Context: an optimization exercise on an open-source flow, tuned for small area, a short achievable clock period and few clock cycles per item. The choices shown serve that exercise and are no tape-out recipe.
RTL that was checked went through simulation tests only; none was proved equivalent to the original.
Only the layout flow was run in runs 2 to 9; the RTL was not checked for function there.
Power is estimated from default activity; no workload was simulated.

==> flow/design.v <==
`timescale 100ps / 100ps
`default_nettype none
module BESDPB #(
    parameter DATA_FILE = "",
    parameter ADDRESS_BITWIDTH = 16,
    parameter DATA_BITWIDTH = 32,
    parameter COLUMN_BITWIDTH = 8,
    parameter COLUMN_COUNT = DATA_BITWIDTH / COLUMN_BITWIDTH
) (
    input wire clk,
    input wire [COLUMN_COUNT-1:0] write_enable,
    input wire [ADDRESS_BITWIDTH-1:0] address,
    output wire [DATA_BITWIDTH-1:0] data_out,
    input wire [DATA_BITWIDTH-1:0] data_in
);
  reg [DATA_BITWIDTH-1:0] data[2**ADDRESS_BITWIDTH-1:0];
  assign data_out = data[address];
  always @(posedge clk) begin
    for (int i = 0; i < COLUMN_COUNT; i++) begin
      if (write_enable[i]) begin
        data[address][(i+1)*COLUMN_BITWIDTH-1-:COLUMN_BITWIDTH] <= data_in[(i+1)*COLUMN_BITWIDTH-1-:COLUMN_BITWIDTH];
      end
    end
  end
endmodule
`default_nettype wire
`default_nettype none
module Cache (
    input wire clk,
    input wire rst_n,
    input wire enable,
    input wire [31:0] address,
    output reg [31:0] data_out,
    output reg data_out_ready,
    input wire [31:0] data_in,
    input wire [3:0] write_enable,
    output reg busy,
    output reg br_cmd,
    output reg br_cmd_en,
    output wire [20:0] br_addr,
    output wire [63:0] br_wr_data,
    output wire [7:0] br_data_mask,
    input wire [63:0] br_rd_data,
    input wire br_rd_data_valid
);
  localparam COMMAND_DELAY_INTERVAL = 4'd13;
  reg [63:0] s0, s1, s2, s3;   
  reg [1:0] pos;   
  reg [15:0] tag;   
  reg valid;   
  reg dirty;   
  reg fill;   
  reg ack;   
  reg [3:0] cmd_cnt;   
  wire [15:0] a_tag = address[20:5];
  wire [1:0] a_beat = address[4:3];
  wire is_wr = |write_enable;
  wire req = enable && !ack;
  wire tag_hit = valid && tag == a_tag;
  wire [1:0] next_s3 = pos + 2'd1;
  wire [1:0] next_in = pos + 2'd2;
  wire next_ok = !fill || br_rd_data_valid;
  wire last_beat = fill && br_rd_data_valid && pos == 2'd2;
  wire [63:0] ring_in = fill ? br_rd_data : s0;
  wire [63:0] s3_d;
  generate
    for (genvar b = 0; b < 8; b++) begin : merge
      wire sel = ack && write_enable[b%4] && (address[2] == (b / 4));
      assign s3_d[b*8+:8] = sel ? data_in[(b%4)*8+:8] : ring_in[b*8+:8];
    end
  endgenerate
  wire wb_go = req && !tag_hit && valid && dirty && !fill && cmd_cnt == 0 && pos == 2'd3;
  wire rd_go = req && !tag_hit && !(valid && dirty) && !fill && cmd_cnt == 0;
  always_ff @(posedge clk) begin
    s0 <= s1;
    s1 <= s2;
    s2 <= s3;
    s3 <= s3_d;
    data_out <= address[2] ? ring_in[63:32] : ring_in[31:0];
    br_cmd <= wb_go;
  end
  always_ff @(posedge clk) begin
    if (rd_go) tag <= a_tag;
    if (rd_go) pos <= 2'd3;
    else if (!fill || br_rd_data_valid) pos <= pos + 2'd1;
  end
  wire ack_d = req && (valid || fill) && tag == a_tag && next_ok &&
      (is_wr ? next_in : next_s3) == a_beat;
  always_ff @(posedge clk, negedge rst_n) begin
    if (!rst_n) begin
      valid <= 0;
      dirty <= 0;
      fill <= 0;
      ack <= 0;
      data_out_ready <= 0;
      busy <= 1;
      br_cmd_en <= 0;
      cmd_cnt <= 0;
    end else begin
      br_cmd_en <= wb_go || rd_go;
      if (wb_go || rd_go) cmd_cnt <= COMMAND_DELAY_INTERVAL;
      else if (cmd_cnt != 0) cmd_cnt <= cmd_cnt - 4'd1;
      if (wb_go) dirty <= 0;
      if (ack && is_wr) dirty <= 1;
      if (rd_go) begin
        valid <= 0;
        fill <= 1;
      end
      if (last_beat) begin
        fill <= 0;
        valid <= 1;
      end
      ack <= ack_d;
      data_out_ready <= ack_d;
      busy <= !ack_d;
    end
  end
  assign br_addr = {tag, 5'b0};
  assign br_wr_data = s3;
  assign br_data_mask = 8'b0;
endmodule
`default_nettype wire
==> flow/flow/run.sh <==
#!/bin/bash
# Standard layout, with plain buffers (instead of the default delay buffers) on the ports.
set -euo pipefail
export BUFFER_PORTS_ARGS="-buffer_cell sky130_fd_sc_hd__buf_1"
bash standard.sh finish > standard_flow.log 2>&1
==> flow/standard.sh <==
#!/bin/bash
# synth_recipe.tcl (not shown) runs the flow's synth.tcl, then flattens the netlist and writes it again
# the make line also repeats each setting of config.mk as NAME=value (left out here)
make -C /OpenROAD-flow-scripts/flow DESIGN_CONFIG=/design/flow/config.mk WORK_HOME=/design/flow/orfs CLKGATE_MAP_FILE= SYNTH_SCRIPT=/design/flow/synth_recipe.tcl "${@:-finish}"
==> flow/config.mk <==
export PLATFORM = sky130hd
export DESIGN_NAME = Cache
export DESIGN_NICKNAME = Cache
export VERILOG_FILES = /design/flow/design.v
export SDC_FILE = /design/flow/constraint.sdc
export NUM_CORES = 4
export LEC_CHECK = 0
export CAP_MARGIN = 20
export CORE_MARGIN = 2
export CORE_UTILIZATION = 40
export SLEW_MARGIN = 20
==> flow/constraint.sdc <==
create_clock -name core_clock -period 10.0 [get_ports {clk}]
set_input_delay 2.0000 -clock core_clock [delete_from_list [all_inputs] [get_ports {clk}]]
set_output_delay 2.0000 -clock core_clock [all_outputs]
set_load 0.01 [all_outputs]
==> results of run 1 <==
layout make-up:
type                    instances  area, um2
flip-flops and latches        317       6560
fillers                      2050      11200
clock buffers                  39        888
well taps                     313        392
multi-input cells             315       2580
clock inverters                18        181
repair buffers                242        925
inverters                       6       22.5
Yosys cell counts (all sizes together):
cell    count  area, um2
o21ba       1       10.0
nor4        3       25.0
nand2b      2       12.5
nand4       4       25.0
o21ai      34        170
inv         6       22.5
o21bai      1       18.8
mux2i      65        651
and2b       1       7.51
nor3        2       10.0
xnor2      19        166
dfstp       1       26.3
or4         1       7.51
or3         2       12.5
nor2       33        124
clkbuf     15       56.3
nand3       2       10.0
o32a        2       20.0
edfxtp     16        480
o211ai      4       35.0
nand2      38        143
dfxtp     291       5830
a21o        1       7.51
conb        1       3.75
ha          4       50.1
xor2        2       17.5
mux4       32        721
buf        28        178
and3        6       37.5
a21oi      34        170
dfrtp       9        225
nand3b      1       7.51
nor2b       2       12.5
or3b        1       11.3
o311ai      2       17.5
o31ai       3       22.5
sequential cells by signal (all words and copies together), names as in the netlist, 2 cells and up:
name	flops
s0	64
pos	2
tag	16
cmd_cnt	4
data_out	32
s2	64
s3	64
s1	64
how the worst min path moves through the flow:
stage | end | depth (start not counted) | slack [ns]
finish | s0[22] | 0 | 0.32
global route | s1[13] | 0 | 0.33
CTS | s0[17] | 0 | 0.32
detailed placement | s0[9] | 0 | 0.31
global placement | s0[44] | 0 | 0.31
floorplan | s0[0] | 0 | 0.31
kinds of logic after synthesis:
kind of cell | count (synthesis) | synth area share
adder cells (fa/ha/maj) | 4 | 0.00536
AO/OA/AOI/OAI | 82 | 0.0505
AND/OR/NAND/NOR | 98 | 0.0477
flip-flops | 317 | 0.702
other | 1 | 0.000401
XOR/XNOR | 21 | 0.0197
multiplexers | 97 | 0.147
buffers and inverters | 49 | 0.0275
per-stage QoR:
stage / hold slack [ns] / power [mW] / instance area (um2) / std cells / worst slack (ns)
finish: 0.321 / 4.23 / 11500 / 1250 / 6.75
global placement: 0.310 / 3.07 / 10500 / 1193 / 6.30
CTS: 0.323 / 4.28 / 11500 / 1250 / 6.72
detailed placement: 0.312 / 3.09 / 10500 / 1193 / 6.29
floorplan: 0.310 / 2.75 / 9390 / 681 / 5.77
global route: 0.328 / 4.47 / 11500 / 1250 / 6.70
where the power goes:
part	switching, mW	internal, mW
logic	0.412	0.429
registers	0.280	1.93
clock network	0.469	0.707
total	1.16	3.07
per-layer routing:
metal	up-vias	part of all wire	GRT usage
met2	159	0.47	0.249
met4	0	0.026	0.0550
met3	35	0.052	0.0280
met1	2632	0.45	0.197
met5	-	0	0
li1	2783	-	-
==> out/qor.txt, run 1 <==
Status -> complete, no violations
Vias in the first global route -> 5553
Clk sinks -> 317
Hpwl dp -> 13100 um
CP max stage delay -> 0.53 ns
Worst hold path startpoint -> s1[22]
Core area -> 0.0228 mm2
Fin. Hold Viols -> 0
Crit path from -> data_out_ready
DRC -> 0
Post-CTS Resized -> 0
Synthesized area per cell -> 14.0 um2
Critical-path cell list -> buf_1
Layout Skew -> 0.00768 ns
First-pass GRT wire length -> 29200 um
Total congestion overflow -> 0
Htree depth -> 1
Worst min path class -> reg -> reg
Initial antenna violation count -> 0
Clock tree buffer depth -> 3
Crit-path slowest cell -> dfrtp_1
CP arrival -> 1.25 ns
Iter 0 DRT Violations -> 215
Period utilization -> 0.325
Family with the most delay on the worst path -> flip-flops
Pins Over Slew Limit -> 0
Tmin final -> 3.25 ns
FF-to-FF setup slack -> 7.38 ns
R2R cell count -> 2
IO Port Bufs -> 238
R2r endpoint -> data_out[16]
Post-Syn Instances -> 669
Die W -> 157 um
CTS tree -> built
Rel. slew slack -> 0.378
R2R Path Start -> fill
Largest net degree at the start of global routing -> 55
Max Cap Viol -> 0
Row count -> 55
Crit path capture -> data_out_ready
Die area -> 0.0246 mm2
PwrDens -> 366 mW/mm2
Crit path depth -> 1
Most frequent cells in the layout -> 291 x dfxtp_1, 237 x buf_1, 65 x mux2i_1, 38 x nand2_1, 34 x a21oi_1
Antenna Cells -> 0
Final design utilization -> 0.507
LEAKAGE -> 4.55 nW
Mapped Area -> 0.00934 mm2
Synth Register Bits -> 317
Layout Area Growth over Synthesis -> 23.6%
Final nets -> 1053
Total track usage -> 0.151
Vias per inst -> 4.49
Routed WL -> 18800 um
Final ANT Viol Nets -> 0
Final setup fails -> 0
Unrepaired setup endpoints after global routing -> no
Ys Warns -> 1
Worst path bufs/invs -> 1
RePlAce Congestion -> 0.788
F_max -> 307 MHz
Worst path required time -> 8.00 ns
Peak VDD IR -> 0.000163 V
Layout cells sized above 1 -> 0.106
Commonest non-fill, non-tap cell in the layout -> dfxtp_1
CTS buffer count -> 31
Synth cell types -> 42
Sequential share of the synthesized area -> 0.702
Crit end category -> output pin
Setup TNS -> 0 ns
Worst Max-Slew Pin Slew -> 0.933 ns
Ports -> 265
Postcts setup bufs -> 0
Worst skew pair latency -> 0.53 ns
Critical path type -> reg -> out
Worst Path Max Fanout -> 9
Die Ht -> 157 um
Startpoint types -> register
CTS root buffer -> clkbuf_16
Hold buffers post-CTS -> 0
Routed len/inst -> 15.0 um
Clk slew on worst S/H paths -> 0.06 ns
Drt first pass iters -> 4
Total number of vias -> 5609
Initial Utilization -> 0.410
Testbench counts, summed over its fixed seeds: cycles 246,125, transactions 16,000.
==> run 2, diff against run 1 <==
--- a/flow/design.v
+++ b/flow/design.v
@@ -46,5 +46,5 @@
   localparam COMMAND_DELAY_INTERVAL = 4'd13;
   reg [63:0] s0, s1, s2, s3;   
-  reg [1:0] pos;   
+  reg [3:0] ph;   
   reg [15:0] tag;   
   reg valid;   
@@ -52,24 +52,29 @@
   reg fill;   
   reg ack;   
+  reg [7:0] wsel;   
   reg [3:0] cmd_cnt;   
+  reg cmd_wait;   
   wire [15:0] a_tag = address[20:5];
   wire [1:0] a_beat = address[4:3];
   wire is_wr = |write_enable;
   wire req = enable && !ack;
-  wire tag_hit = valid && tag == a_tag;
-  wire [1:0] next_s3 = pos + 2'd1;
-  wire [1:0] next_in = pos + 2'd2;
+  wire tag_eq = tag == a_tag;
+  wire tag_hit = valid && tag_eq;
+  wire [3:0] ph1 = {ph[2:0], ph[3]};   
+  wire [3:0] ph2 = {ph[1:0], ph[3:2]};   
+  wire beat_ok = is_wr ? ph2[a_beat] : ph1[a_beat];
   wire next_ok = !fill || br_rd_data_valid;
-  wire last_beat = fill && br_rd_data_valid && pos == 2'd2;
+  wire last_beat = fill && br_rd_data_valid && ph[2];
   wire [63:0] ring_in = fill ? br_rd_data : s0;
   wire [63:0] s3_d;
   generate
     for (genvar b = 0; b < 8; b++) begin : merge
-      wire sel = ack && write_enable[b%4] && (address[2] == (b / 4));
-      assign s3_d[b*8+:8] = sel ? data_in[(b%4)*8+:8] : ring_in[b*8+:8];
+      assign s3_d[b*8+:8] = wsel[b] ? data_in[(b%4)*8+:8] : ring_in[b*8+:8];
     end
   endgenerate
-  wire wb_go = req && !tag_hit && valid && dirty && !fill && cmd_cnt == 0 && pos == 2'd3;
-  wire rd_go = req && !tag_hit && !(valid && dirty) && !fill && cmd_cnt == 0;
+  wire miss = req && !tag_hit && !fill && !cmd_wait;
+  wire wb_go = miss && valid && dirty && ph[3];
+  wire rd_go = miss && !(valid && dirty);
+  wire ack_d = req && (valid || fill) && tag_eq && next_ok && beat_ok;
   always_ff @(posedge clk) begin
     s0 <= s1;
@@ -79,12 +84,8 @@
     data_out <= address[2] ? ring_in[63:32] : ring_in[31:0];
     br_cmd <= wb_go;
+    if (rd_go) tag <= a_tag;
+    if (rd_go) ph <= 4'b1000;
+    else if (next_ok) ph <= ph1;
   end
-  always_ff @(posedge clk) begin
-    if (rd_go) tag <= a_tag;
-    if (rd_go) pos <= 2'd3;
-    else if (!fill || br_rd_data_valid) pos <= pos + 2'd1;
-  end
-  wire ack_d = req && (valid || fill) && tag == a_tag && next_ok &&
-      (is_wr ? next_in : next_s3) == a_beat;
   always_ff @(posedge clk, negedge rst_n) begin
     if (!rst_n) begin
@@ -93,12 +94,19 @@
       fill <= 0;
       ack <= 0;
+      wsel <= 0;
       data_out_ready <= 0;
       busy <= 1;
       br_cmd_en <= 0;
       cmd_cnt <= 0;
+      cmd_wait <= 0;
     end else begin
       br_cmd_en <= wb_go || rd_go;
-      if (wb_go || rd_go) cmd_cnt <= COMMAND_DELAY_INTERVAL;
-      else if (cmd_cnt != 0) cmd_cnt <= cmd_cnt - 4'd1;
+      if (wb_go || rd_go) begin
+        cmd_cnt <= COMMAND_DELAY_INTERVAL;
+        cmd_wait <= 1;
+      end else if (cmd_wait) begin
+        cmd_cnt <= cmd_cnt - 4'd1;
+        cmd_wait <= cmd_cnt != 4'd1;
+      end
       if (wb_go) dirty <= 0;
       if (ack && is_wr) dirty <= 1;
@@ -112,6 +120,7 @@
       end
       ack <= ack_d;
-      data_out_ready <= ack_d;
-      busy <= !ack_d;
+      data_out_ready <= ack_d && !is_wr;
+      busy <= !(ack_d && is_wr);
+      for (int b = 0; b < 8; b++) wsel[b] <= ack_d && write_enable[b%4] && (address[2] == (b / 4));
     end
   end
==> flow/flow/run.sh (replaced) <==
#!/bin/bash
# Standard layout, with plain buffers (instead of the default delay buffers) on the ports
# and the given repair targets.
set -euo pipefail
export BUFFER_PORTS_ARGS="-buffer_cell sky130_fd_sc_hd__buf_1"
bash standard.sh SETUP_SLACK_MARGIN=6.9 finish > standard_flow.log 2>&1
==> out/qor.txt, run 2 <==
Row count -> 56
Count leader, synth -> dfxtp_1
Post-synthesis mux area share -> 0.145
Setup TNS -> 0 ns
Die Ht -> 160 um
Synth cell types -> 45
R2R Path Start -> fill
Clk sinks -> 329
CTS root buffer -> clkbuf_16
CP arrival -> 3.68 ns
Worst Path Max Fanout -> 7
Total number of vias -> 5895
Largest cells by area after synthesis -> dfxtp_1 60%, mux4_2 7.4%, mux2i_1 6.9%, edfxtp_1 5.0%, dfrtp_1 4.9%
RePlAce Congestion -> 0.795
PwrDens -> 347 mW/mm2
CTS buffer count -> 31
Ys Warns -> 1
R2R cell count -> 2
Final setup fails -> 0
Unrepaired setup endpoints after global routing -> yes
IO Port Bufs -> 238
Clock tree buffer depth -> 3
Iter 0 DRT Violations -> 235
Largest net degree at the start of global routing -> 58
Most frequent cells in the layout -> 289 x dfxtp_1, 182 x buf_1, 77 x nand2_1, 67 x mux2i_1, 64 x o21ai_0
Pins Over Slew Limit -> 0
Xor/xnor share of the synthesized area -> 0.0188
Startpoint types -> input pin
Yosys top cell by area -> dfxtp_1
Peak VDD IR -> 0.000151 V
Rel. slew slack -> 0.348
Async SR Flop Fraction -> 0.0608
F_max -> 311 MHz
Ports -> 265
Max Cap Viol -> 0
Largest family of logic cells by synthesized area -> multiplexers
Vias per inst -> 4.50
Routed WL -> 19500 um
Die W -> 160 um
Htree depth -> 1
Layout Skew -> 0.0135 ns
DRC -> 0
Main synth FF type -> dfxtp_1
Crit end category -> register
Hold buffers post-CTS -> 0
Period utilization -> 0.321
Routed len/inst -> 14.9 um
Total track usage -> 0.147
LEAKAGE -> 5.07 nW
Sequential share of the synthesized area -> 0.706
Post-Syn Instances -> 693
Synthesized area per cell -> 14.0 um2
Final nets -> 1109
Layout Area Growth over Synthesis -> 27.3%
Commonest non-fill, non-tap cell in the layout -> dfxtp_1
DP Area -> 0.0109 mm2
Synth Area in Compound Gates -> 0.0405
Top-area cell type share of the netlist area -> 0.605
Status -> complete, no violations
Mapped Area -> 0.00970 mm2
Hpwl dp -> 12800 um
Synth Area in Simple Gates -> 0.0596
Clk slew on worst S/H paths -> 0.06 ns
Worst skew pair latency -> 0.55 ns
FF-to-FF setup slack -> 7.37 ns
Synth Register Bits -> 329
Layout cells sized above 1 -> 0.203
Post-layout instance area -> 0.0123 mm2
Fin. Hold Viols -> 0
Commonest cells post-synth -> 293 x dfxtp_1, 77 x nand2_1, 67 x mux2i_1
Initial Utilization -> 0.411
Drt first pass iters -> 4
Post-synth EDFFs -> 16
First-pass GRT wire length -> 30000 um
CTS tree -> built
Worst Max-Slew Pin Slew -> 0.979 ns
WHS -> 0.322 ns
Crit path from -> address[17]
Die area -> 0.0255 mm2
Worst min path class -> reg -> reg
Core area -> 0.0236 mm2
Synth Area in Adders -> 0.00258
Critical path type -> in -> reg
Antenna Cells -> 0
Total congestion overflow -> 0
Final ANT Viol Nets -> 0
Worst path required time -> 10.47 ns
Layout fillers -> 2115
R2r endpoint -> data_out[9]
Tmin final -> 3.21 ns
Crit path capture -> busy
Initial antenna violation count -> 0
Vias in the first global route -> 5704
## run 2: cells by family (layout without fill, tap and decap cells)
group / Yosys count / after routing
compound gates: 75 / 76
xor+xnor: 20 / 20
fa+ha+maj: 2 / 2
buf+inv: 47 / 332
flops: 329 / 329
mux: 100 / 100
other cells: 1 / 13
simple gates: 119 / 119
## run 2: per-stage QoR
| stage | utilization | power [mW] | instances | worst slack, ns |
|---|---|---|---|---|
| 4_1_cts | 0.511 | 4.31 | 1293 | 6.80 |
| 6_report | 0.523 | 4.28 | 1310 | 6.79 |
| 5_1_grt | 0.523 | 4.53 | 1310 | 6.75 |
| 2_1_floorplan | - | 2.79 | 705 | 6.52 |
| 3_5_place_dp | 0.460 | 3.13 | 1226 | 5.99 |
| 3_3_place_gp | 0.460 | 3.11 | 1226 | 6.03 |
## run 2: worst min path at each step
stage	start	end	slack, ns	depth (start not counted)
floorplan	s1[0]	s0[0]	0.31	0
global placement	s1[60]	s0[60]	0.31	0
detailed placement	s1[25]	s0[25]	0.31	0
CTS	s2[58]	s1[58]	0.32	0
global route	s1[28]	s0[28]	0.32	0
finish	s1[7]	s0[7]	0.32	0
## run 2: worst max-delay path: stages
cell     delay, ns
buf_8         0.10
xor2_2        0.13
nor4_2        0.26
buf_4         0.16
nand4_1       0.15
or3_4         0.50
or3_1         0.37
## run 2: what timing repair did
action,CTS,global route
pin swaps,5,9
cloned,1,0
setup buffers,13,17
setup endpoints to repair,60,63
resized for setup,33,60
## run 2: area by class of cell
| class | instances | area [um2] | share of cell area |
|---|---|---|---|
| Clock buffer | 44 | 886 | 0.0718 |
| Timing Repair Buffer | 271 | 1290 | 0.104 |
| Inverter | 8 | 30.0 | 0.00243 |
| Tap cell | 319 | 399 | 0.0323 |
| Multi-Input combinational cell | 330 | 2780 | 0.225 |
| Clock inverter | 9 | 104 | 0.00841 |
| Sequential cell | 329 | 6860 | 0.555 |
## run 2: routing by layer
metal	track usage	routed length (um)	up-vias
met1	0.196	8760	2734
met4	0.0430	288	0
met3	0.0423	1630	24
met5	0	0	-
li1	-	-	2927
met2	0.232	8870	210
## run 2: power breakdown
group / leakage [nW] / internal, mW / switching (mW) / total, mW
Sequential: 2.87 / 1.99 / 0.299 / 2.29
Clock: 0.490 / 0.665 / 0.465 / 1.13
Combinational: 1.71 / 0.453 / 0.414 / 0.867
Total: 5.07 / 3.11 / 1.18 / 4.28
==> run 3, diff against run 2 <==
==> flow/flow/run.sh (replaced) <==
#!/bin/bash
# Standard layout, with plain buffers (instead of the default delay buffers) on the ports
# and the given repair targets.
set -euo pipefail
export BUFFER_PORTS_ARGS="-buffer_cell sky130_fd_sc_hd__buf_1"
bash standard.sh  finish > standard_flow.log 2>&1
==> out/qor.txt, run 3 <==
Layout cells sized above 1 -> 0.110
CP max stage delay -> 0.70 ns
Antenna Cells -> 0
Peak VDD IR -> 0.000162 V
CTS buffer count -> 34
Initial antenna violation count -> 0
Synth Register Bits -> 329
Met2 routed WL -> 8630 um
Critical path type -> in -> reg
Period utilization -> 0.363
Post-Syn Instances -> 693
Ports -> 265
DRC -> 0
Fin. Hold Viols -> 0
Largest net degree at the start of global routing -> 62
Clk slew on worst S/H paths -> 0.06 ns
LEAKAGE -> 4.80 nW
Layout fillers -> 2164
Die area -> 0.0255 mm2
CTS tree -> built
Reg area -> 0.00685 mm2
Routed WL -> 19400 um
RePlAce Congestion -> 0.770
Max Cap Viol -> 0
First-pass GRT wire length -> 30500 um
Total congestion overflow -> 0
Commonest cells post-synth -> 293 x dfxtp_1, 77 x nand2_1, 67 x mux2i_1
Iter 0 DRT Violations -> 293
Layout Skew -> 0.0196 ns
Routed len/inst -> 15.1 um
Vias per inst -> 4.55
Crit end category -> register
Main synth FF type -> dfxtp_1
Critical-path cell list -> buf_1 > xor2_1 > nor4_1 > nand4_1 > or3_2 > or3_1
Startpoint types -> input pin
Multi-input logic area -> 0.00264 mm2
Total track usage -> 0.150
Most frequent cells in the layout -> 293 x dfxtp_1, 237 x buf_1, 77 x nand2_1, 67 x mux2i_1, 64 x o21ai_0
Final ANT Viol Nets -> 0
Yosys top cell by area -> dfxtp_1
Highest Signal Layer -> met4
Unrepaired setup endpoints after global routing -> no
Synthesized area per cell -> 14.0 um2
Commonest non-fill, non-tap cell in the layout -> dfxtp_1
CTS root buffer -> clkbuf_16
Initial Utilization -> 0.411
Total number of vias -> 5842
Worst path required time -> 10.41 ns
IO Port Bufs -> 238
Tmin final -> 3.63 ns
M1 WL -> 8780 um
Postcts setup bufs -> 0
Async SR Flop Fraction -> 0.0608
Row count -> 56
Setup TNS -> 0 ns
Crit-path slowest cell -> or3_2
Largest cells by area after synthesis -> dfxtp_1 60%, mux4_2 7.4%, mux2i_1 6.9%, edfxtp_1 5.0%, dfrtp_1 4.9%
Top-area cell type share of the netlist area -> 0.605
Ys Warns -> 1
Layout Area Growth over Synthesis -> 23.9%
Met3 routed WL -> 1560 um
Htree depth -> 2
Drt first pass iters -> 4
Rel. slew slack -> 0.297
Worst Path Max Fanout -> 11
Clock tree buffer depth -> 3
Worst skew pair latency -> 0.50 ns
Worst path bufs/invs -> 1
Status -> complete, no violations
DP Area -> 0.0108 mm2
Post-layout instance area -> 0.0120 mm2
Mapped Area -> 0.00970 mm2
Hold buffers post-CTS -> 0
Die W -> 160 um
Clk sinks -> 329
Final nets -> 1081
Family with the most delay on the worst path -> simple AND/OR/NAND/NOR gates
Post-CTS Resized -> 0
Core area -> 0.0236 mm2
Vias in the first global route -> 5770
Die Ht -> 160 um
CP arrival -> 4.04 ns
Hpwl dp -> 13000 um
WHS -> 0.313 ns
Count leader, synth -> dfxtp_1
Worst min path class -> reg -> reg
Worst Max-Slew Pin Slew -> 1.05 ns
Post-synth EDFFs -> 16
F_max -> 275 MHz
Sequential share of the synthesized area -> 0.706
PwrDens -> 365 mW/mm2
Pins Over Slew Limit -> 0
Synth cell types -> 45
Final setup fails -> 0
==> run 3: cell counts after synthesis <==
No cell type changed its count.
==> run 3: cells by family after synthesis <==
| kind of cell | synth area share |
|---|---|
| AND/OR/NAND/NOR | 0.0596 |
| XOR/XNOR | 0.0188 |
| buffers and inverters | 0.0272 |
| AO/OA/AOI/OAI | 0.0405 |
| multiplexers | 0.145 |
| other | 0.000387 |
| adder cells (fa/ha/maj) | 0.00258 |
| flip-flops | 0.706 |
==> run 3: routing by layer <==
metal / up-vias / global-route usage
met3: 31 / 0.0457
li1: 2865 / -
met5: - / 0
met2: 200 / 0.236
met1: 2746 / 0.199
met4: 0 / 0.0508
==> run 3: power by group <==
group / internal, mW / switching (mW)
Clock: 0.810 / 0.487
Combinational: 0.398 / 0.401
Sequential: 1.99 / 0.301
Total: 3.19 / 1.19
==> run 3: worst register-to-register path: cells and delay by family, from the launching register on <==
family | cells | cell delay [ns]
simple gates | 2 | 0.97
flops | 1 | 0.84
compound gates | 1 | 0.57
==> run 3: layout make-up <==
type                       count  share of cell area
clock buffer                  46              0.0841
sequential                   329               0.570
timing repair buffer         241              0.0764
multi-input combinational    329               0.220
clock inverter                11              0.0133
tap                          319              0.0332
inverter                       8             0.00250
==> run 3: final timing paths <==
path / slack (ns) / endpoint / start / cells past startpoint
min: 0.31 / s1[19] / s2[19] / 0
max in group asynchronous: 8.26 / busy / rst_n / 2
min reg2reg: 0.31 / s1[19] / s2[19] / 0
max: 6.37 / busy / address[14] / 6
min in group asynchronous: 1.46 / wsel[7] / rst_n / 2
max reg2reg: 7.24 / tag[0] / fill / 3
==> run 3: per-stage QoR <==
stage | power, mW | std cells | util | setup slack [ns]
after floorplan | 2.79 | 705 | - | 5.88
after global placement | 3.10 | 1226 | 0.459 | 5.86
after global routing | 4.63 | 1283 | 0.509 | 6.32
after detailed placement | 3.13 | 1226 | 0.459 | 5.81
after CTS | 4.45 | 1283 | 0.508 | 6.35
final | 4.38 | 1283 | 0.509 | 6.37
==> run 4, diff against run 3 <==
--- a/flow/design.v
+++ b/flow/design.v
@@ -82,5 +82,5 @@
     s2 <= s3;
     s3 <= s3_d;
-    data_out <= address[2] ? ring_in[63:32] : ring_in[31:0];
+    data_out <= address[2] ? s3_d[63:32] : s3_d[31:0];
     br_cmd <= wb_go;
     if (rd_go) tag <= a_tag;
--- a/flow/config.mk
+++ b/flow/config.mk
@@ -9,3 +9,5 @@
 export CORE_MARGIN = 2
 export CORE_UTILIZATION = 40
+export CTS_CLUSTER_DIAMETER = 60
+export CTS_CLUSTER_SIZE = 30
 export SLEW_MARGIN = 20
==> out/qor.txt, run 4 <==
Status -> complete, no violations
Synth cell types -> 44
Pins Over Slew Limit -> 0
Initial antenna violation count -> 0
First-pass GRT wire length -> 29000 um
Clk slew on worst S/H paths -> 0.09 ns
Antenna Cells -> 0
Worst path required time -> 10.45 ns
Largest family of logic cells by synthesized area -> multiplexers
Commonest non-fill, non-tap cell in the layout -> dfxtp_1
Max Cap Viol -> 0
PwrDens -> 350 mW/mm2
CTS buffer count -> 22
R2R cell count -> 4
Routed len/inst -> 14.9 um
Count leader, synth -> dfxtp_1
Clock tree buffer depth -> 3
Synth Area in Adders -> 0.00268
Synth Register Bits -> 329
Die area -> 0.0245 mm2
CTS tree -> built
Unrepaired setup endpoints after global routing -> no
FF-to-FF setup slack -> 7.50 ns
Routed WL -> 18700 um
Top-area cell type share of the netlist area -> 0.629
Crit end category -> register
Worst Path Max Fanout -> 11
Final ANT Viol Nets -> 0
Clk sinks -> 329
GR Util met3 -> 0.0454
Mapped Area -> 0.00932 mm2
Iter 0 DRT Violations -> 192
Final setup fails -> 0
Crit path capture -> busy
Initial Utilization -> 0.409
Synth Area in Compound Gates -> 0.0428
Worst hold path startpoint -> s2[62]
Htree depth -> 1
Total power -> 3.96 mW
Global Route met2 Usage -> 0.238
WHS -> 0.314 ns
Peak VDD IR -> 0.000159 V
Row count -> 55
Post-synth EDFFs -> 16
Rel. slew slack -> 0.511
Async SR Flop Fraction -> 0.0608
Post-synthesis mux area share -> 0.112
Total congestion overflow -> 0
Hold buffers post-CTS -> 0
R2R Path Start -> fill
Largest net degree at the start of global routing -> 41
Startpoint types -> input pin
Layout Area Growth over Synthesis -> 21.4%
Final design utilization -> 0.497
Most frequent cells in the layout -> 293 x dfxtp_1, 237 x buf_1, 77 x nand2_1, 67 x mux2i_1, 64 x o21ai_0
Multi-input logic area -> 0.00228 mm2
Worst skew pair latency -> 0.52 ns
Core area -> 0.0228 mm2
DRC -> 0
Vias in the first global route -> 5492
Ys Warns -> 1
Total track usage -> 0.149
Top Usage Layer GRT -> met2
Critical path type -> in -> reg
Final nets -> 1070
Synth Area in Simple Gates -> 0.0620
Drt first pass iters -> 4
Tmin final -> 3.54 ns
Worst Max-Slew Pin Slew -> 0.733 ns
Ports -> 265
Fin. Hold Viols -> 0
LEAKAGE -> 4.54 nW
Main synth FF type -> dfxtp_1
Largest cells by area after synthesis -> dfxtp_1 63%, mux2i_1 7.2%, edfxtp_1 5.2%, dfrtp_1 5.1%, mux2_2 4.0%
Grt met1 use -> 0.198
Commonest cells post-synth -> 293 x dfxtp_1, 77 x nand2_1, 67 x mux2i_1
Xor/xnor share of the synthesized area -> 0.0196
Crit path from -> address[13]
Postcts setup bufs -> 0
Hpwl dp -> 12800 um
Reg area -> 0.00685 mm2
R2r endpoint -> tag[4]
Layout cells sized above 1 -> 0.0982
CTS root buffer -> clkbuf_16
Yosys top cell by area -> dfxtp_1
Layout fillers -> 2084
Sequential share of the synthesized area -> 0.735
CP arrival -> 3.99 ns
Synthesized area per cell -> 13.5 um2
RePlAce Congestion -> 0.807
Layout Skew -> 0.0259 ns
Post-Syn Instances -> 690
Total number of vias -> 5506
F_max -> 282 MHz
Worst min path class -> reg -> reg
Vias per inst -> 4.37
Die Ht -> 157 um
Period utilization -> 0.354
Post-CTS Resized -> 0
Die W -> 157 um
Setup TNS -> 0 ns
IO Port Bufs -> 238
==> run 4: changes by cell type after synthesis, sizes merged <==
| cell | before | now |
|---|---|---|
| dlygate4sd1 | 0 | 1 |
| mux4 | 32 | 0 |
| buf | 36 | 27 |
| clkbuf | 3 | 8 |
| mux2 | 1 | 33 |
==> run 4: cells by family after synthesis <==
kind of cell | count (synthesis)
AOI/OAI and AO/OA | 75
xor gates and xnor gates | 20
adders and majority gates | 2
buffers and inverters | 44
DFF | 329
muxes | 100
other | 1
and+or+nand+nor | 119
==> run 4: through the flow <==
step / instances / worst slack, ns / area (um2)
6_report: 1260 / 6.46 / 11300
5_1_grt: 1260 / 6.30 / 11300
2_1_floorplan: 702 / 6.32 / 9370
3_3_place_gp: 1220 / 5.91 / 10500
3_5_place_dp: 1220 / 5.90 / 10500
4_1_cts: 1259 / 6.46 / 11300
==> run 4: power by group <==
part	leakage (nW)	switching (mW)	internal [mW]
registers	2.87	0.249	1.98
clock network	0.397	0.530	0.472
logic	1.27	0.417	0.313
total	4.54	1.20	2.77
==> run 4: critical path, stage by stage <==
cell and delay (ns):
buf_1 0.09, xor2_1 0.16, nor4_1 0.44, nand4_1 0.21
or3_2 0.71, or3_1 0.37
==> run 4: area by class of cell <==
type                            count  area share
Inverter                            8     0.00265
Multi-Input combinational cell    329       0.201
Sequential cell                   329       0.605
Clock inverter                     16      0.0232
Clock buffer                       23      0.0509
Tap cell                          313      0.0346
Timing Repair Buffer              242      0.0820
==> run 4: metal layers <==
metal  vias up  wire length [um]
met5         -                 0
met4         0               425
met3        35              1470
met2       173              8160
met1      2520              8660
li1       2778                 -
==> run 4: worst min path at each step <==
| stage | endpoint | slack (ns) | cells after the start |
|---|---|---|---|
| after detailed placement | s0[55] | 0.31 | 0 |
| after floorplan | s0[0] | 0.31 | 0 |
| final | s1[62] | 0.31 | 0 |
| after global routing | s1[62] | 0.31 | 0 |
| after global placement | s0[16] | 0.31 | 0 |
| after CTS | s1[62] | 0.31 | 0 |
==> run 5, diff against run 4 <==
--- a/flow/flow/run.sh
+++ b/flow/flow/run.sh
@@ -4,3 +4,3 @@
 set -euo pipefail
 export BUFFER_PORTS_ARGS="-buffer_cell sky130_fd_sc_hd__buf_1"
-bash standard.sh  finish > standard_flow.log 2>&1
+bash standard.sh SETUP_SLACK_MARGIN=6.9 finish > standard_flow.log 2>&1
==> out/qor.txt, run 5 <==
Status -> complete, no violations
Synthesized area per cell -> 13.5 um2
Synth Area in Simple Gates -> 0.0620
Total number of vias -> 5696
CTS buffer count -> 23
Fin. Hold Viols -> 0
F_max -> 314 MHz
Xor/xnor share of the synthesized area -> 0.0196
Worst skew pair latency -> 0.52 ns
CP arrival -> 3.64 ns
Count leader, synth -> dfxtp_1
DRC -> 0
Pins Over Slew Limit -> 0
Synth Area in Compound Gates -> 0.0428
PwrDens -> 340 mW/mm2
Core area -> 0.0228 mm2
Tmin final -> 3.19 ns
Synth cell types -> 44
Worst path required time -> 10.45 ns
Worst min path class -> reg -> reg
Clk sinks -> 329
Total congestion overflow -> 0
Synth Area in Adders -> 0.00268
Layout fillers -> 2034
Vias per inst -> 4.41
Die W -> 157 um
Worst Path Max Fanout -> 4
Top-area cell type share of the netlist area -> 0.629
Clock tree buffer depth -> 3
Total track usage -> 0.150
First-pass GRT wire length -> 28900 um
Largest net degree at the start of global routing -> 45
Critical path type -> in -> reg
Iter 0 DRT Violations -> 182
Mapped Area -> 0.00932 mm2
Peak VDD IR -> 0.000188 V
Final ANT Viol Nets -> 0
Worst Max-Slew Pin Slew -> 0.805 ns
Post-synthesis mux area share -> 0.112
Row count -> 55
Largest cells by area after synthesis -> dfxtp_1 63%, mux2i_1 7.2%, edfxtp_1 5.2%, dfrtp_1 5.1%, mux2_2 4.0%
Async SR Flop Fraction -> 0.0608
Antenna Cells -> 0
Yosys top cell by area -> dfxtp_1
Routed len/inst -> 14.9 um
LEAKAGE -> 4.92 nW
Htree depth -> 1
Sequential share of the synthesized area -> 0.735
Routed WL -> 19200 um
Commonest non-fill, non-tap cell in the layout -> dfxtp_1
Reg area -> 0.00685 mm2
Max Cap Viol -> 0
Die area -> 0.0245 mm2
Die Ht -> 157 um
Multi-input logic area -> 0.00254 mm2
Startpoint types -> input pin
Setup TNS -> 0 ns
Synth Register Bits -> 329
Initial antenna violation count -> 0
Unrepaired setup endpoints after global routing -> yes
Crit end category -> register
Post-synth EDFFs -> 16
IO Port Bufs -> 238
Commonest cells post-synth -> 293 x dfxtp_1, 77 x nand2_1, 67 x mux2i_1
Ports -> 265
CTS root buffer -> clkbuf_16
RePlAce Congestion -> 0.759
Layout Skew -> 0.0185 ns
Initial Utilization -> 0.409
Final setup fails -> 0
Clk slew on worst S/H paths -> 0.10 ns
WHS -> 0.317 ns
Rel. slew slack -> 0.464
Largest family of logic cells by synthesized area -> multiplexers
Hpwl dp -> 12700 um
Drt first pass iters -> 4
CTS tree -> built
Most frequent cells in the layout -> 292 x dfxtp_1, 199 x buf_1, 77 x nand2_1, 67 x mux2i_1, 64 x o21ai_0
Final nets -> 1102
Period utilization -> 0.319
Layout cells sized above 1 -> 0.188
Main synth FF type -> dfxtp_1
Layout Area Growth over Synthesis -> 28.8%
Post-Syn Instances -> 690
Ys Warns -> 1
Vias in the first global route -> 5561
==> run 5: cell count changes in the layout (fill, tap and decap cells not counted), moves of 3 or more <==
cell      delta
xor2_1       -7
nor4_1       -5
clkbuf_2    +27
buf_1       -38
buf_4       +27
or3_4        +3
inv_8        +3
nor4_4       +6
buf_12       +3
buf_6        +6
xor2_2       +5
inv_6        -3
==> run 5: power breakdown <==
group	leakage (nW)	switching (mW)	internal, mW	total, mW
sequential	2.87	0.248	1.98	2.23
combinational	1.63	0.453	0.366	0.819
clock	0.419	0.527	0.507	1.03
total	4.92	1.23	2.85	4.08
==> run 5: worst max-delay path: stages <==
cell and delay (ns):
buf_1 0.09, xor2_1 0.17, nor4_4 0.34, nand4_1 0.19
or3_4 0.47, or3_4 0.38
==> run 5: layer usage <==
layer,up-vias,global-route usage,part of all wire,wire length [um]
met1,2652,0.190,0.44,8450
met4,0,0.0358,0.020,378
met5,-,0,0,0
li1,2846,-,-,-
met2,169,0.250,0.47,8980
met3,29,0.0465,0.075,1440
==> run 5: cell type report <==
class / count / share of cell area
Inverter: 8 / 0.00250
Clock inverter: 16 / 0.0236
Multi-Input combinational cell: 330 / 0.212
Clock buffer: 24 / 0.0491
Tap cell: 313 / 0.0326
Sequential cell: 329 / 0.571
Timing Repair Buffer: 272 / 0.110
==> run 5: worst paths after layout <==
check,slack (ns),depth (start not counted),startpoint,to
worst max-delay path,6.81,6,address[5],busy
worst min-delay path,0.32,0,s1[11],s0[11]
worst max register to register,7.50,4,fill,ph[3]
worst min register to register,0.32,0,s1[11],s0[11]
max in group asynchronous,8.30,2,rst_n,busy
min in group asynchronous,1.44,2,rst_n,dirty
==> run 5: repair_timing <==
action,4_1_cts,5_1_grt
setup buffers,14,16
setup endpoints to repair,47,65
hold buffers,0,0
cloned,1,1
resized for setup,15,79
pin swaps,8,21
==> run 5: kinds of logic after synthesis <==
kind of cell / after synthesis
muxes: 100
xor gates and xnor gates: 20
and+or+nand+nor: 119
adders and majority gates: 2
other: 1
buffers and inverters: 44
AOI/OAI and AO/OA: 75
DFF: 329
==> run 5: metrics by stage <==
step	utilization	area [um2]	power (mW)	std cells	worst slack, ns
after floorplan	-	9400	2.67	702	6.52
after global placement	0.461	10500	2.99	1220	6.10
after detailed placement	0.461	10500	3.01	1220	6.05
after CTS	0.509	11600	4.09	1275	6.80
after global routing	0.527	12000	4.33	1292	6.78
final	0.527	12000	4.08	1292	6.81
==> run 6, diff against run 5 <==
--- a/flow/config.mk
+++ b/flow/config.mk
@@ -9,5 +9,3 @@
 export CORE_MARGIN = 2
 export CORE_UTILIZATION = 40
-export CTS_CLUSTER_DIAMETER = 60
-export CTS_CLUSTER_SIZE = 30
 export SLEW_MARGIN = 20
==> out/qor.txt, run 6 <==
Initial Utilization -> 0.409
Post-Syn Instances -> 690
Iter 0 DRT Violations -> 126
Ports -> 265
Post-synth EDFFs -> 16
Commonest non-fill, non-tap cell in the layout -> dfxtp_1
Worst Path Max Fanout -> 7
Pins Over Slew Limit -> 0
Tmin final -> 3.21 ns
Layout fillers -> 2016
First-pass GRT wire length -> 29200 um
Setup TNS -> 0 ns
Rel. slew slack -> 0.465
Clk slew on worst S/H paths -> 0.06 ns
Commonest cells post-synth -> 293 x dfxtp_1, 77 x nand2_1, 67 x mux2i_1
Final setup fails -> 0
Synth Register Bits -> 329
Layout cells sized above 1 -> 0.215
Fin. Hold Viols -> 0
Status -> complete, no violations
Row count -> 55
Ys Warns -> 1
Final nets -> 1107
Hpwl dp -> 12700 um
Reg area -> 0.00685 mm2
Clk sinks -> 329
R2r endpoint -> ph[3]
Final ANT Viol Nets -> 0
CTS root buffer -> clkbuf_16
Total number of vias -> 5736
DRC -> 0
Async SR Flop Fraction -> 0.0608
CP arrival -> 3.65 ns
Top-area cell type share of the netlist area -> 0.629
Layout Skew -> 0.0122 ns
Unrepaired setup endpoints after global routing -> yes
Final design utilization -> 0.536
Total congestion overflow -> 0
Startpoint types -> input pin
Main synth FF type -> dfxtp_1
Largest net degree at the start of global routing -> 45
FF-to-FF setup slack -> 7.50 ns
Hold buffers post-CTS -> 0
Core area -> 0.0228 mm2
Die Ht -> 157 um
Worst hold path startpoint -> s1[0]
RePlAce Congestion -> 0.759
Most frequent cells in the layout -> 291 x dfxtp_1, 180 x buf_1, 77 x nand2_1, 67 x mux2i_1, 64 x o21ai_0
Peak VDD IR -> 0.000176 V
Period utilization -> 0.321
Post-layout instance area -> 0.0122 mm2
Worst Max-Slew Pin Slew -> 0.803 ns
Layout Area Growth over Synthesis -> 30.9%
Sequential share of the synthesized area -> 0.735
Largest cells by area after synthesis -> dfxtp_1 63%, mux2i_1 7.2%, edfxtp_1 5.2%, dfrtp_1 5.1%, mux2_2 4.0%
IO Port Bufs -> 238
Vias in the first global route -> 5668
Worst min path class -> reg -> reg
Worst Hold Depth -> 0
Final worst setup slack -> 6.79 ns
Synthesized area per cell -> 13.5 um2
Routed len/inst -> 14.8 um
Total track usage -> 0.151
Initial antenna violation count -> 0
Clock tree buffer depth -> 3
Critical path type -> in -> reg
LEAKAGE -> 5.09 nW
Crit end category -> register
Drt first pass iters -> 4
F_max -> 312 MHz
Setup slack at placement -> 6.05 ns
R2R cell count -> 4
Routed WL -> 19300 um
PwrDens -> 349 mW/mm2
Htree depth -> 1
Die W -> 157 um
R2R Path Start -> fill
WHS -> 0.321 ns
Worst skew pair latency -> 0.54 ns
Synth cell types -> 44
Yosys top cell by area -> dfxtp_1
CTS tree -> built
Antenna Cells -> 0
Max Cap Viol -> 0
Multi-input logic area -> 0.00252 mm2
Worst path required time -> 10.44 ns
Count leader, synth -> dfxtp_1
Vias per inst -> 4.39
Mapped Area -> 0.00932 mm2
DP Area -> 0.0105 mm2
CTS buffer count -> 31
Die area -> 0.0245 mm2
Hold Path End -> s0[0]
-- run 6: cell types whose count changed in the layout (fill, tap and decap cells not counted), sizes merged --
cell / previous run / this run
inv: 17 / 10
clkbuf: 53 / 92
buf: 243 / 223
clkinvlp: 0 / 2
bufinv: 1 / 2
-- run 6: power by group --
group	total (mW)	switching, mW	leakage, nW	internal, mW
registers	2.23	0.248	2.87	1.99
clock network	1.19	0.475	0.538	0.719
logic	0.825	0.452	1.68	0.373
total	4.25	1.17	5.09	3.08
-- run 6: cell families after synthesis --
kind of cell    Yosys count  share of synthesized area
flops                   329                      0.735
simple gates            119                     0.0620
mux                     100                      0.112
compound gates           75                     0.0428
buf+inv                  44                     0.0260
xor+xnor                 20                     0.0196
fa+ha+maj                 2                    0.00268
other cells               1                   0.000402
-- run 6: critical path, stage by stage --
cell and delay [ns]:
buf_1 0.09, xor2_1 0.17, nor4_4 0.35, nand4_1 0.21, or3_4 0.48, buf_12 0.16
nor4_4 0.19
-- run 6: how the worst max path moves through the flow --
| stage | start | endpoint | slack [ns] | cells past startpoint |
|---|---|---|---|---|
| finish | address[5] | wsel[1] | 6.79 | 7 |
| global route | address[6] | wsel[1] | 6.74 | 7 |
| CTS | busy | busy | 6.80 | 1 |
| detailed placement | address[5] | busy | 6.05 | 6 |
| global placement | address[13] | busy | 6.10 | 6 |
| floorplan | write_enable[1] | wsel[0] | 6.52 | 6 |
-- run 6: what timing repair did --
action	4_1_cts	5_1_grt
gates cloned	1	1
setup endpoints to repair	50	66
pin swaps	7	21
hold endpoints to repair	0	0
resized for setup	13	93
buffers inserted	15	12
-- run 6: per-layer routing --
layer / GRT usage / part of all wire / wire length (um) / vias up
li1: - / - / - / 2864
met1: 0.190 / 0.44 / 8440 / 2665
met2: 0.252 / 0.47 / 9030 / 179
met3: 0.0468 / 0.077 / 1490 / 28
met4: 0.0441 / 0.019 / 358 / 0
met5: 0 / 0 / 0 / -
-- run 6: cell type report --
cell class / instances / area share
clock buffers: 46 / 0.0790
clock inverters: 12 / 0.0105
inverters: 8 / 0.00246
multi-input cells: 330 / 0.207
flip-flops and latches: 329 / 0.562
well taps: 313 / 0.0321
repair buffers: 269 / 0.107
-- run 6: metrics by stage --
step                      instances  power (mW)
after detailed placement       1220        3.01
after CTS                      1294        4.25
after global routing           1307        4.51
after global placement         1220        2.99
final                          1307        4.25
after floorplan                 702        2.67
==> run 7, diff against run 6 <==
--- a/flow/design.v
+++ b/flow/design.v
@@ -59,5 +59,6 @@
   wire is_wr = |write_enable;
   wire req = enable && !ack;
-  wire tag_eq = tag == a_tag;
+  reg eq, live;
+  wire tag_eq = live && eq;
   wire tag_hit = valid && tag_eq;
   wire [3:0] ph1 = {ph[2:0], ph[3]};   
@@ -73,5 +74,5 @@
     end
   endgenerate
-  wire miss = req && !tag_hit && !fill && !cmd_wait;
+  wire miss = req && live && !tag_hit && !fill && !cmd_wait;
   wire wb_go = miss && valid && dirty && ph[3];
   wire rd_go = miss && !(valid && dirty);
@@ -84,4 +85,5 @@
     data_out <= address[2] ? s3_d[63:32] : s3_d[31:0];
     br_cmd <= wb_go;
+    eq <= rd_go || tag == a_tag;
     if (rd_go) tag <= a_tag;
     if (rd_go) ph <= 4'b1000;
@@ -94,4 +96,5 @@
       fill <= 0;
       ack <= 0;
+      live <= 0;
       wsel <= 0;
       data_out_ready <= 0;
@@ -120,4 +123,5 @@
       end
       ack <= ack_d;
+      live <= req && !ack_d;
       data_out_ready <= ack_d && !is_wr;
       busy <= !(ack_d && is_wr);
==> flow/flow/run.sh (replaced) <==
#!/bin/bash
# Standard layout, with plain buffers (instead of the default delay buffers) on the ports
# and the given repair targets.
set -euo pipefail
export BUFFER_PORTS_ARGS="-buffer_cell sky130_fd_sc_hd__buf_1"
bash standard.sh SETUP_SLACK_MARGIN=7.1 finish > standard_flow.log 2>&1
--- a/flow/config.mk
+++ b/flow/config.mk
@@ -9,3 +9,5 @@
 export CORE_MARGIN = 2
 export CORE_UTILIZATION = 40
+export CTS_CLUSTER_DIAMETER = 60
+export CTS_CLUSTER_SIZE = 30
 export SLEW_MARGIN = 20
==> out/qor.txt, run 7 <==
Layout Area Growth over Synthesis -> 32.9%
Layout cells sized above 1 -> 0.331
Final setup fails -> 0
Clk slew on worst S/H paths -> 0.10 ns
Largest cells by area after synthesis -> dfxtp_1 63%, mux2i_1 7.3%, dfrtp_1 5.3%, edfxtp_1 5.1%, mux2_2 3.8%
Synth cell types -> 45
Vias in the first global route -> 5584
Rel. slew slack -> 0.391
Antenna Cells -> 0
Commonest non-fill, non-tap cell in the layout -> dfxtp_1
Total number of vias -> 5757
CTS root buffer -> clkbuf_16
IO Port Bufs -> 238
Routed WL -> 19000 um
Final nets -> 1121
Tmin final -> 3.16 ns
Worst path required time -> 8.00 ns
Synthesized area per cell -> 13.5 um2
Mapped Area -> 0.00940 mm2
CTS tree -> built
Crit end category -> output pin
Final ANT Viol Nets -> 0
Initial Utilization -> 0.404
WHS -> 0.321 ns
Largest net degree at the start of global routing -> 49
Drt first pass iters -> 4
PwrDens -> 329 mW/mm2
Top-area cell type share of the netlist area -> 0.626
Core area -> 0.0233 mm2
CTS buffer count -> 20
Initial antenna violation count -> 0
Layout Skew -> 0.0163 ns
DRC -> 0
Clk sinks -> 331
Main synth FF type -> dfxtp_1
Hold buffers post-CTS -> 0
Clock tree buffer depth -> 3
Worst Path Max Fanout -> 1
Final design utilization -> 0.537
Routed len/inst -> 14.5 um
Period utilization -> 0.316
Vias per inst -> 4.38
Peak VDD IR -> 0.000190 V
Worst Max-Slew Pin Slew -> 0.914 ns
Unrepaired setup endpoints after global routing -> yes
Most frequent cells in the layout -> 217 x dfxtp_1, 127 x buf_1, 82 x buf_6, 78 x nand2_1, 77 x dfxtp_2
Critical path type -> reg -> out
Commonest cells post-synth -> 294 x dfxtp_1, 80 x nand2_1, 69 x mux2i_1
Iter 0 DRT Violations -> 121
Post-Syn Instances -> 694
Setup TNS -> 0 ns
Worst path bufs/invs -> 1
Yosys top cell by area -> dfxtp_1
Die Ht -> 157 um
DP Area -> 0.0106 mm2
Family with the most delay on the worst path -> flip-flops
Total power -> 4.11 mW
Post-synth EDFFs -> 16
Post-layout instance area -> 0.0125 mm2
CP max stage delay -> 0.54 ns
Die W -> 157 um
F_max -> 317 MHz
Fin. Hold Viols -> 0
Total track usage -> 0.145
Count leader, synth -> dfxtp_1
First-pass GRT wire length -> 28400 um
Htree depth -> 1
Async SR Flop Fraction -> 0.0634
Synth Register Bits -> 331
Pins Over Slew Limit -> 0
Ys Warns -> 1
Max Cap Viol -> 0
Worst skew pair latency -> 0.52 ns
Sequential share of the synthesized area -> 0.733
Total congestion overflow -> 0
LEAKAGE -> 5.27 nW
Row count -> 56
Ports -> 265
Hpwl dp -> 12200 um
Status -> complete, no violations
Critical-path cell list -> buf_6
Die area -> 0.0247 mm2
RePlAce Congestion -> 0.743
Startpoint types -> register
CP arrival -> 1.16 ns
Worst min path class -> reg -> reg
Crit-path slowest cell -> dfstp_2
## run 7: layout make-up
class | instances | area, um2
clock inverters | 15 | 201
repair buffers | 291 | 1970
multi-input cells | 329 | 2380
fillers | 2054 | 10800
well taps | 319 | 399
inverters | 9 | 37.5
flip-flops and latches | 331 | 6990
repair inverters | 1 | 7.51
clock buffers | 20 | 500
## run 7: report_power, final
group / switching, mW / internal (mW)
Combinational: 0.422 / 0.578
Clock: 0.490 / 0.407
Sequential: 0.240 / 1.97
## run 7: metal layers
layer  vias to the layer above  wire length (um)  global-route usage  share of wire
li1                       2885                 -                   -              -
met1                      2663              8540               0.192           0.45
met2                       181              8610               0.235           0.45
met3                        28              1520              0.0410          0.080
met4                         0               330              0.0377          0.017
met5                         -                 0                   0              0
## run 7: repair_timing
| item | CTS | global route |
|---|---|---|
| setup buffers | 34 | 16 |
| endpoints found under the hold margin | 0 | 0 |
| resized for setup | 253 | 37 |
| pin swaps | 6 | 3 |
| cloned | 0 | 1 |
| setup endpoints to repair | 127 | 144 |
## run 7: metrics by stage
step,setup slack (ns),std cells
2_1_floorplan,6.59,706
3_3_place_gp,6.17,1229
3_5_place_dp,6.17,1229
4_1_cts,6.82,1298
5_1_grt,6.80,1315
6_report,6.84,1315
## run 7: final timing paths
path / startpoint / end / slack (ns) / cells past startpoint
worst max-delay path: busy / busy / 6.84 / 1
worst min-delay path: s1[56] / s0[56] / 0.32 / 0
worst max register to register: fill / data_out[9] / 7.62 / 4
worst min register to register: s1[56] / s0[56] / 0.32 / 0
max in group asynchronous: rst_n / busy / 8.30 / 2
min in group asynchronous: rst_n / data_out_ready / 1.43 / 2
## run 7: kinds of logic after synthesis
group,after synthesis,synth area share
other cells,1,0.000399
buf+inv,46,0.0275
fa+ha+maj,2,0.00266
simple gates,117,0.0616
compound gates,75,0.0422
flops,331,0.733
xor+xnor,20,0.0194
mux,102,0.113
==> run 8, diff against run 7 <==
==> flow/flow/run.sh (replaced) <==
#!/bin/bash
# Standard layout, with plain buffers (instead of the default delay buffers) on the ports
# and the given repair targets.
set -euo pipefail
export BUFFER_PORTS_ARGS="-buffer_cell sky130_fd_sc_hd__buf_1"
bash standard.sh  finish > standard_flow.log 2>&1
==> out/qor.txt, run 8 <==
Status -> complete, no violations
Clock share of power -> 0.252
R2r endpoint -> data_out[2]
Switching share of power -> 0.294
Worst path bufs/invs -> 1
R2R cell count -> 4
Drt first pass iters -> 4
CTS tree -> built
Top-area cell type share of the netlist area -> 0.626
Ys Warns -> 1
Post-synth EDFFs -> 16
Initial Utilization -> 0.404
Mapped Area -> 0.00940 mm2
Core area -> 0.0233 mm2
Layout Area Growth over Synthesis -> 20.3%
Row count -> 56
Async SR Flop Fraction -> 0.0634
Fin. Hold Viols -> 0
Tmin final -> 3.34 ns
Clk sinks -> 331
Period utilization -> 0.334
Synth Area in Compound Gates -> 0.0422
Total number of vias -> 5511
Family with the most delay on the worst path -> simple AND/OR/NAND/NOR gates
Setup slack at placement -> 6.14 ns
Initial antenna violation count -> 0
Hold Path End -> s0[0]
Crit end category -> register
Die W -> 157 um
Ports -> 265
First-pass GRT wire length -> 26900 um
Iter 0 DRT Violations -> 173
R2R Path Start -> fill
F_max -> 299 MHz
RePlAce Congestion -> 0.764
Net Sw Power -> 1.11 mW
Die area -> 0.0247 mm2
Main synth FF type -> dfxtp_1
CP max stage delay -> 0.60 ns
Startpoint types -> input pin
DRC -> 0
Final ANT Viol Nets -> 0
Total track usage -> 0.138
Setup TNS -> 0 ns
WHS -> 0.314 ns
Worst Path Max Fanout -> 11
FF-to-FF setup slack -> 7.63 ns
Post-Syn Instances -> 694
Worst Hold Depth -> 0
CP arrival -> 3.79 ns
Hold buffers post-CTS -> 0
Total congestion overflow -> 0
Most frequent cells in the layout -> 294 x dfxtp_1, 237 x buf_1, 80 x nand2_1, 69 x mux2i_1, 67 x o21ai_0
Clk slew on worst S/H paths -> 0.10 ns
Reg power frac -> 0.572
Final nets -> 1071
Largest family of logic cells by synthesized area -> multiplexers
Synth Register Bits -> 331
Layout Skew -> 0.0186 ns
Vias per inst -> 4.35
Synth cell types -> 45
Yosys top cell by area -> dfxtp_1
Commonest non-fill, non-tap cell in the layout -> dfxtp_1
Worst path required time -> 10.44 ns
Max Cap Viol -> 0
Largest net degree at the start of global routing -> 41
Peak VDD IR -> 0.000216 V
Vias in the first global route -> 5239
Synthesized area per cell -> 13.5 um2
Count leader, synth -> dfxtp_1
Htree depth -> 1
Worst skew pair latency -> 0.53 ns
Clock tree buffer depth -> 3
Unrepaired setup endpoints after global routing -> no
Commonest cells post-synth -> 294 x dfxtp_1, 80 x nand2_1, 69 x mux2i_1
Crit-path slowest cell -> or4_4
IO Port Bufs -> 238
Synth Area in Adders -> 0.00266
Rel. slew slack -> 0.510
LEAKAGE -> 4.54 nW
Routed WL -> 17900 um
Xor/xnor share of the synthesized area -> 0.0194
Worst min path class -> reg -> reg
Critical-path cell list -> buf_1 > or4_4 > xnor2_2 > a211o_1 > or3_1
Worst hold path startpoint -> s1[0]
Worst Max-Slew Pin Slew -> 0.735 ns
Critical path type -> in -> reg
Largest cells by area after synthesis -> dfxtp_1 63%, mux2i_1 7.3%, dfrtp_1 5.3%, edfxtp_1 5.1%, mux2_2 3.8%
Sequential share of the synthesized area -> 0.733
Post-synthesis mux area share -> 0.113
CTS buffer count -> 21
Routed len/inst -> 14.1 um
CTS root buffer -> clkbuf_16
Antenna Cells -> 0
Pins Over Slew Limit -> 0
Synth Area in Simple Gates -> 0.0616
Cell internal pwr -> 2.67 mW
Die Ht -> 157 um
Post-CTS Resized -> 0
Layout cells sized above 1 -> 0.0939
Combinational share of power -> 0.176
PwrDens -> 334 mW/mm2
Final setup fails -> 0
Hpwl dp -> 12200 um
Postcts setup bufs -> 0
Final worst setup slack -> 6.66 ns
Crit path depth -> 5
## run 8: area by class of cell
type | instances | area, um2
repair buffers | 241 | 917
clock inverters | 15 | 226
multi-input cells | 329 | 2290
clock buffers | 23 | 543
fillers | 2196 | 12000
flip-flops and latches | 331 | 6900
inverters | 9 | 33.8
well taps | 319 | 399
## run 8: logic make-up (layout without fill, tap and decap cells)
| family | count (synthesis) | in the layout |
|---|---|---|
| AO/OA/AOI/OAI | 75 | 75 |
| XOR/XNOR | 20 | 20 |
| adder cells (fa/ha/maj) | 2 | 2 |
| buffers and inverters | 46 | 288 |
| flip-flops | 331 | 331 |
| multiplexers | 102 | 102 |
| other | 1 | 13 |
| AND/OR/NAND/NOR | 117 | 117 |
## run 8: how the worst max path moves through the flow
stage	start	endpoint	slack, ns
2_1_floorplan	write_enable[1]	wsel[0]	6.58
3_3_place_gp	write_enable[1]	busy	6.12
3_5_place_dp	write_enable[1]	busy	6.14
4_1_cts	write_enable[1]	busy	6.68
5_1_grt	write_enable[1]	busy	6.60
6_report	write_enable[1]	busy	6.66
## run 8: per-stage QoR
step | instances | area, um2 | util | power [mW]
2_1_floorplan | 706 | 9450 | - | 2.58
3_3_place_gp | 1229 | 10500 | 0.453 | 2.86
3_5_place_dp | 1229 | 10500 | 0.453 | 2.88
4_1_cts | 1267 | 11300 | 0.486 | 3.84
5_1_grt | 1267 | 11300 | 0.486 | 4.01
6_report | 1267 | 11300 | 0.486 | 3.78
## run 8: power by group through the flow
stage          clock, mW  sequential [mW]  combinational [mW]
5_1_grt             1.03             2.23               0.743
3_5_place_dp           0             2.20               0.679
4_1_cts            0.984             2.17               0.681
2_1_floorplan          0             2.21               0.376
3_3_place_gp           0             2.18               0.673
6_report           0.952             2.16               0.667
## run 8: layer usage
metal	vias up	track usage	wire length (um)
li1	2785	-	-
met1	2519	0.183	8150
met2	177	0.220	7930
met3	30	0.0416	1410
met4	0	0.0394	414
met5	-	0	0
## run 8: worst reg2reg max path: stages, from the launching register on
cell and delay, ns:
dfrtp_4 0.80, buf_4 0.71, mux2i_1 0.33, o21ai_0 0.13
mux2_2 0.30
==> run 9, diff against run 8 <==
--- a/flow/design.v
+++ b/flow/design.v
@@ -59,6 +59,5 @@
   wire is_wr = |write_enable;
   wire req = enable && !ack;
-  reg eq, live;
-  wire tag_eq = live && eq;
+  wire tag_eq = tag == a_tag;
   wire tag_hit = valid && tag_eq;
   wire [3:0] ph1 = {ph[2:0], ph[3]};   
@@ -74,5 +73,5 @@
     end
   endgenerate
-  wire miss = req && live && !tag_hit && !fill && !cmd_wait;
+  wire miss = req && !tag_hit && !fill && !cmd_wait;
   wire wb_go = miss && valid && dirty && ph[3];
   wire rd_go = miss && !(valid && dirty);
@@ -85,5 +84,7 @@
     data_out <= address[2] ? s3_d[63:32] : s3_d[31:0];
     br_cmd <= wb_go;
-    eq <= rd_go || tag == a_tag;
+    data_out_ready <= ack_d && !is_wr;
+    busy <= !(ack_d && is_wr);
+    for (int b = 0; b < 8; b++) wsel[b] <= ack_d && write_enable[b%4] && (address[2] == (b / 4));
     if (rd_go) tag <= a_tag;
     if (rd_go) ph <= 4'b1000;
@@ -96,8 +97,4 @@
       fill <= 0;
       ack <= 0;
-      live <= 0;
-      wsel <= 0;
-      data_out_ready <= 0;
-      busy <= 1;
       br_cmd_en <= 0;
       cmd_cnt <= 0;
@@ -123,8 +120,4 @@
       end
       ack <= ack_d;
-      live <= req && !ack_d;
-      data_out_ready <= ack_d && !is_wr;
-      busy <= !(ack_d && is_wr);
-      for (int b = 0; b < 8; b++) wsel[b] <= ack_d && write_enable[b%4] && (address[2] == (b / 4));
     end
   end
==> out/qor.txt, run 9 <==
Post-synth EDFFs -> 16
Total congestion overflow -> 0
Critical-path cell list -> buf_1 > xor2_1 > nor4_1 > nand4_1 > or3_2 > or3_1
Total track usage -> 0.146
Synth cell types -> 43
Clock share of power -> 0.245
Peak VDD IR -> 0.000160 V
Count leader, synth -> dfxtp_1
Startpoint types -> input pin
Synth Area in Compound Gates -> 0.0431
Clock tree buffer depth -> 3
PwrDens -> 351 mW/mm2
Max Cap Viol -> 0
Layout fillers -> 2106
Layout cells sized above 1 -> 0.0914
Clk sinks -> 329
DP Area -> 0.0104 mm2
CTS buffer count -> 20
Commonest non-fill, non-tap cell in the layout -> dfxtp_1
Die W -> 156 um
Routed WL -> 18300 um
Xor/xnor share of the synthesized area -> 0.0197
Reg power frac -> 0.571
Hold buffers post-CTS -> 0
Antenna Cells -> 0
Die area -> 0.0244 mm2
CTS tree -> built
F_max -> 279 MHz
Net Sw Power -> 1.17 mW
Cell internal pwr -> 2.74 mW
Total number of vias -> 5456
Sequential share of the synthesized area -> 0.733
CP arrival -> 3.98 ns
Final setup fails -> 0
Worst path required time -> 10.40 ns
Hpwl dp -> 12500 um
Worst path bufs/invs -> 1
Layout Area Growth over Synthesis -> 20.3%
Routed len/inst -> 15.0 um
Row count -> 55
Status -> complete, no violations
Synth Register Bits -> 329
Die Ht -> 156 um
Yosys top cell by area -> dfxtp_1
Ys Warns -> 1
Main synth FF type -> dfxtp_1
Clk slew on worst S/H paths -> 0.10 ns
Async SR Flop Fraction -> 0.0304
Worst Max-Slew Pin Slew -> 1.13 ns
Top-area cell type share of the netlist area -> 0.654
Htree depth -> 1
Worst skew pair latency -> 0.52 ns
Drt first pass iters -> 4
Most frequent cells in the layout -> 303 x dfxtp_1, 237 x buf_1, 77 x nand2_1, 67 x mux2i_1, 64 x o21ai_0
Unrepaired setup endpoints after global routing -> no
RePlAce Congestion -> 0.742
Final ANT Viol Nets -> 0
Largest net degree at the start of global routing -> 41
Synth Area in Simple Gates -> 0.0624
Layout Skew -> 0.0250 ns
Fin. Hold Viols -> 0
CTS root buffer -> clkbuf_16
Vias per inst -> 4.45
Critical path type -> in -> reg
LEAKAGE -> 4.44 nW
First-pass GRT wire length -> 28100 um
CP max stage delay -> 0.71 ns
Worst min path class -> reg -> reg
Largest family of logic cells by synthesized area -> multiplexers
Post-Syn Instances -> 690
Mapped Area -> 0.00927 mm2
Tmin final -> 3.58 ns
Initial antenna violation count -> 0
Crit-path slowest cell -> or3_2
Ports -> 265
IO Port Bufs -> 238
Post-layout instance area -> 0.0112 mm2
Synthesized area per cell -> 13.4 um2
Post-CTS Resized -> 0
Core area -> 0.0227 mm2
Family with the most delay on the worst path -> simple AND/OR/NAND/NOR gates
Vias in the first global route -> 5445
Initial Utilization -> 0.408
DRC -> 0
Largest cells by area after synthesis -> dfxtp_1 65%, mux2i_1 7.2%, edfxtp_1 5.2%, mux2_2 4.0%, o21ai_0 3.5%
Commonest cells post-synth -> 303 x dfxtp_1, 77 x nand2_1, 67 x mux2i_1
Rel. slew slack -> 0.244
Synth Area in Adders -> 0.00270
Final nets -> 1066
Crit end category -> register
Combinational share of power -> 0.185
Pins Over Slew Limit -> 0
Postcts setup bufs -> 0
Worst Path Max Fanout -> 11
Post-synthesis mux area share -> 0.112
Setup TNS -> 0 ns
Iter 0 DRT Violations -> 196
Switching share of power -> 0.299
Period utilization -> 0.358
==> run 9: cell types whose count changed in the layout (fill, tap and decap cells not counted), sizes merged, moves of 3 or more <==
cell    delta
dfrtp     -10
dfxtp      +9
inv        -8
nor2       +4
o21ai      -4
a21oi      +3
clkinv     +3
nand2      -3
==> run 9: logic make-up after synthesis <==
family                   after synthesis
multiplexers                         100
AND/OR/NAND/NOR                      119
other                                  1
AO/OA/AOI/OAI                         75
adder cells (fa/ha/maj)                2
buffers and inverters                 44
XOR/XNOR                              20
flip-flops                           329
==> run 9: layout make-up <==
| cell class | instances | area, um2 | area share |
|---|---|---|---|
| Sequential cell | 329 | 6800 | 0.610 |
| Timing Repair Buffer | 240 | 910 | 0.0815 |
| Multi-Input combinational cell | 329 | 2280 | 0.204 |
| Inverter | 8 | 30.0 | 0.00269 |
| Tap cell | 285 | 357 | 0.0320 |
| Clock inverter | 14 | 256 | 0.0230 |
| Clock buffer | 21 | 526 | 0.0471 |
==> run 9: metal layers <==
metal  global-route usage  up-vias  wire length, um
li1                     -     2763                -
met4               0.0349        0              403
met3               0.0462       28             1420
met2                0.233      176             8010
met5                    0        -                0
met1                0.193     2489             8510
==> run 9: worst register-to-register path, delay by kind of cell (launching register included) <==
family          cells  cell delay [ns]
compound gates      1             0.86
simple gates        2             0.85
flops               1             0.74
==> run 9: power groups by stage <==
stage          Combinational, mW  Clock, mW  Sequential, mW
3_5_place_dp               0.733          0            2.27
5_1_grt                    0.808       1.04            2.31
6_report                   0.723      0.958            2.23
2_1_floorplan              0.395          0            2.27
3_3_place_gp               0.729          0            2.25
4_1_cts                    0.737      0.987            2.25
==> run 9: through the flow <==
stage / worst slack (ns) / std cells / hold slack [ns] / power (mW) / utilization
floorplan: 6.32 / 702 / 0.310 / 2.67 / -
global placement: 5.89 / 1191 / 0.310 / 2.98 / 0.457
detailed placement: 5.90 / 1191 / 0.312 / 3.00 / 0.457
CTS: 6.45 / 1226 / 0.311 / 3.97 / 0.491
global route: 6.35 / 1226 / 0.331 / 4.15 / 0.491
finish: 6.42 / 1226 / 0.314 / 3.91 / 0.491
==> run 9: path summary, 6_finish.rpt <==
kind | slack (ns) | startpoint | to | cells after the start
min in group asynchronous | 1.45 | rst_n | cmd_wait | 1
min | 0.31 | s1[44] | s0[44] | 0
max | 6.42 | address[14] | busy | 6
min reg2reg | 0.31 | s1[44] | s0[44] | 0
max reg2reg | 7.17 | fill | tag[0] | 3
max in group asynchronous | 8.11 | rst_n | fill | 1

Check on run 9: ideal ports give 6.420 ns setup slack; a clkbuf_16 on the clock port and buf_2 on the inputs give 6.439 ns; moving port delays by the midpoint clock arrival (0.552 ns) as well gives 5.887 ns.
